Context: an optimization exercise on an open-source flow, tuned for small area. The choices shown serve that exercise and are no tape-out recipe. In this exercise RTL edits were held to simulation tests only and were not proved equivalent to the original. No activity file was given, so power comes from the tool's default toggle rates.

red:
Design video_uut, start of the top module:
module video_uut (
    input  wire         clk_i           , 
    input  wire         cen_i           , 
    input  wire         rst_i           , 
    input  wire         vid_sel_i       , 
    input  wire [23:0]  vid_rgb_i       , 
    input  wire [1:0]   vh_blank_i      , 
    input  wire [2:0]   dvh_sync_i      , 
    output wire [2:0]   dvh_sync_o      , 
    output wire [23:0]  vid_rgb_o         
);
localparam [3:0] C_BLACK  = 4'd0;    
localparam [3:0] C_WHITE  = 4'd1;    
localparam [3:0] C_MAZE   = 4'd2;    
localparam [3:0] C_BLUE   = 4'd3;    
localparam [3:0] C_ORANGE = 4'd4;    
localparam [3:0] C_RED    = 4'd5;    
localparam [3:0] C_GREEN  = 4'd6;    
localparam [3:0] C_GBLUE  = 4'd7;    
localparam [3:0] C_PINK   = 4'd8;    
localparam [3:0] C_PURPLE = 4'd9;    
localparam [3:0] C_YELLOW = 4'd10;   
reg         HD, VD;
reg  [10:0] HCNT;      
reg  [10:0] VCNT;
wire HR = ~HD &  vh_blank_i[0];
wire HF =  HD & ~vh_blank_i[0];
wire VR = ~VD &  vh_blank_i[1];
wire VF =  VD & ~vh_blank_i[1];
wire [10:0] px = HCNT;
wire [10:0] py = VCNT;
localparam NSF = 12;
function automatic [3:0] sf_win(input [11:0] u);
    reg [3:0] t;
    begin
        t = u[3:0] - 4'd7;
        sf_win[3]   = (u[11:4] == 8'd0) && (u[3:0] != 4'd15);
        sf_win[2:0] = t[3] ? -t[2:0] : t[2:0];
    end
endfunction
function automatic sf_pat(input [3:0] wx, input [3:0] wy);
    sf_pat = wx[3] && wy[3] && (wx[2:0] < 3'd2 || wy[2:0] < 3'd2 || wx[2:0] == wy[2:0]);
endfunction
wire [11:0] px7 = {1'b0, px} + 12'd7;
wire [11:0] py7 = {1'b0, py} + 12'd7;
wire [NSF-1:0] sf_on;
wire [11:0] sf_ux [0:NSF-1];
wire [11:0] sf_uy [0:NSF-1];
wire [10:0] sf_xv [0:NSF-1];
wire [10:0] sf_yv [0:NSF-1];
wire [10:0] sf_yg [0:NSF-1];    
genvar gi;
generate
    for (gi = 0; gi < NSF; gi = gi + 1) begin : g_sf
        localparam integer S  = (gi % 8) + 1;
        localparam [10:0]  X0 = (gi * 160) % 1920;
        localparam [10:0]  Y0 = (gi * 90) % 1080;
        if (gi >= 8) begin : g_derived
            wire [10:0] xb = sf_xv[gi-8];
            wire [10:0] yb = sf_yv[gi-8];
            wire c = (yb >= 11'd360);
            wire w = c ? (xb >= 11'd503) : (xb >= 11'd640);
            wire [11:0] uyb = sf_uy[gi-8];
  ...
Size: ~2,700 cells after synthesis, ~140 flip-flops, about 18,000 sq um of cells after synthesis.
export LEC_CHECK = 0
export CAP_MARGIN = 20
export CORE_MARGIN = 2
export CORE_UTILIZATION = 40
export SLEW_MARGIN = 20
create_clock -name core_clock -period 13.0 [get_ports {clk_i}]
standard.sh (not shown) runs the stock make flow with config.mk's settings and CLKGATE_MAP_FILE= SYNTH_SCRIPT=/design/flow/synth_recipe.tcl, a recipe that flattens the netlist after the stock synthesis.
==> flow/flow/run.sh <==
#!/bin/bash
# The standard layout (standard.sh) with buf_1 port buffers, a different clock
# tree (clkbuf_8 only,
# clusters of up to 20 sinks within 60 um, no dummy loads) and a different
# combinational mapping in
# synthesis:
#  - adders are left to ABC as plain logic (no full/half-adder cell
#    extraction, no Kogge-Stone carry network);
#  - ABC runs flow/deep.abc (deepsyn restructuring, then area-recovering
#    mapping) instead of ORFS's abc script.
# flow/synth.tcl is synth_recipe.tcl with an abc wrapper that swaps the script;
# registers, their names and cell types are those of the standard synthesis.
set -euo pipefail
export MY_ABC_SCRIPT="$PWD/flow/deep.abc"
bash standard.sh SYNTH_SCRIPT="$PWD/flow/synth.tcl" ADDER_MAP_FILE= SYNTH_OPERATIONS_ARGS=-nofsm GPL_KEEP_OVERFLOW=0 BUFFER_PORTS_ARGS="-buffer_cell sky130_fd_sc_hd__buf_1" CTS_ARGS="-sink_clustering_enable -repair_clock_nets -dont_use_dummy_load -sink_clustering_size 20 -sink_clustering_max_diameter 60 -buf_list {sky130_fd_sc_hd__clkbuf_8}" finish > make_finish.log 2>&1
==> flow/flow/deep.abc <==
strash
&get -n
&fraig -x
&deepsyn -T 100
&deepsyn -T 100
&put
strash
&get -n
&dch -f
&nf -R 1000
&put
==> flow/flow/synth.tcl <==
# synth_recipe.tcl with an abc wrapper: the ABC script is replaced by $MY_ABC_SCRIPT
proc synth {args} { yosys synth -nofsm -noshare {*}$args }
proc abc {args} {
  set out {}
  set skip 0
  foreach a $args {
    if {$skip} { set skip 0; continue }
    if {$a eq "-script"} { set skip 1; continue }
    lappend out $a
  }
  if {[info exists ::env(MY_ABC_SCRIPT)] && $::env(MY_ABC_SCRIPT) ne ""} {
    set out [linsert $out 0 -script $::env(MY_ABC_SCRIPT)]
  }
  yosys abc {*}$out
}
source $::env(SCRIPTS_DIR)/synth.tcl
# left out here: clear keep_hierarchy, flatten, clean up, hide names made inside functions, write 1_2_yosys.v
The inputs of blue differ from those of red as listed below.
==> flow/flow/run.sh <==
#!/bin/bash
# The standard layout (standard.sh) with buf_1 port buffers, a different clock
# tree (clkbuf_8 only,
# clusters of up to 20 sinks within 60 um, no dummy loads) and a different
# combinational mapping in
# synthesis:
#  - adders are left to ABC as plain logic (no full/half-adder cell
#    extraction, no Kogge-Stone carry network);
#  - ABC runs flow/deep.abc (deepsyn restructuring, then ABC's area-oriented
#    mapper amap) instead of ORFS's abc script.
# flow/synth.tcl is synth_recipe.tcl with an abc wrapper that swaps the script;
# registers, their names and cell types are those of the standard synthesis.
set -euo pipefail
export MY_ABC_SCRIPT="$PWD/flow/deep.abc"
bash standard.sh SYNTH_SCRIPT="$PWD/flow/synth.tcl" ADDER_MAP_FILE= SYNTH_OPERATIONS_ARGS=-nofsm BUFFER_PORTS_ARGS="-buffer_cell sky130_fd_sc_hd__buf_1" CTS_ARGS="-sink_clustering_enable -repair_clock_nets -dont_use_dummy_load -sink_clustering_size 20 -sink_clustering_max_diameter 60 -buf_list {sky130_fd_sc_hd__clkbuf_8}" finish > make_finish.log 2>&1
-- flow/flow/deep.abc --
<<< red, line 7
strash
&get -n
&dch -f
&nf -R 1000
&put
>>> blue, line 7
strash
dch -f
amap
Findings:
In the metrics for red and blue, the one carrying the lower number of antenna violations at the first check in global routing is blue. Summary of the comparison: post-synthesis instance area is lower in blue, relative to red. Logic depth of the worst path, buffers included grows by more than 10% when moving from red to blue. Switching power, blue vs red: down by more than a quarter. blue ends up with lower fraction of power spent switching nets than red does. Per the comparison of blue with red, fraction of the mapped netlist area in compound gates rose 13 points, cell count rose about 13%.
Inputs modified between blue and green:
==> flow/flow/run.sh <==
#!/bin/bash
# The standard layout (standard.sh) with buf_1 port buffers, a different clock
# tree (clkbuf_8 only,
# clusters of up to 20 sinks within 60 um, no dummy loads) and a different
# combinational mapping in
# synthesis, and timing-driven global placement that keeps none of its trial
# repairs (GPL_KEEP_OVERFLOW=0; the later repair steps fix what is needed).
# Synthesis:
#  - adders are left to ABC as plain logic (no full/half-adder cell
#    extraction, no Kogge-Stone carry network);
#  - ABC runs flow/deep.abc (deepsyn restructuring, then area-recovering
#    mapping) instead of ORFS's abc script.
# flow/synth.tcl is synth_recipe.tcl with an abc wrapper that swaps the script;
# registers, their names and cell types are those of the standard synthesis.
set -euo pipefail
export MY_ABC_SCRIPT="$PWD/flow/deep.abc"
bash standard.sh SYNTH_SCRIPT="$PWD/flow/synth.tcl" ADDER_MAP_FILE= SYNTH_OPERATIONS_ARGS=-nofsm GPL_KEEP_OVERFLOW=0 BUFFER_PORTS_ARGS="-buffer_cell sky130_fd_sc_hd__buf_1" CTS_ARGS="-sink_clustering_enable -repair_clock_nets -dont_use_dummy_load -sink_clustering_size 20 -sink_clustering_max_diameter 60 -buf_list {sky130_fd_sc_hd__clkbuf_8}" finish > make_finish.log 2>&1
-- flow/flow/deep.abc --
<<< blue, line 7
strash
dch -f
amap
>>> green, line 7
strash
&get -n
&dch -f
&nf -R 1000
&put
==> run notes <==
From blue to green the numbers moved as follows: clock network power fell about 2%, non-clock inverter count in the final layout down 85%, layout multi-input combinational cell count down 1.3%.

-- static timing again, ports no longer ideal --
Ports are ideal in the flow. The routed layouts listed here were re-timed in OpenROAD.
Step 1: set_driving_cell puts a clkbuf_16 on clk_i and a buf_2 on each other input, an assumption about the parent block.
Step 2 also shifts input and output timing later by t, the mid clock arrival at the registers, as if the neighbouring blocks saw the same clock.
Three values: ideal, step 1, step 2; two values: the first two.
run | t, ns | slack for setup (ns) | hold slack, ns | worst register clock-pin slew, ns
red | 0.621 | 1.005 / 1.005 / 1.005 | 0.474 / 0.474 / 0.474 | 0.10 / 0.10
blue | 0.619 | 1.344 / 1.344 / 1.344 | 0.462 / 0.462 / 0.462 | 0.09 / 0.09
green | 0.621 | 1.005 / 1.005 / 1.005 | 0.474 / 0.474 / 0.474 | 0.10 / 0.10
After both steps every run listed still meets setup and hold.
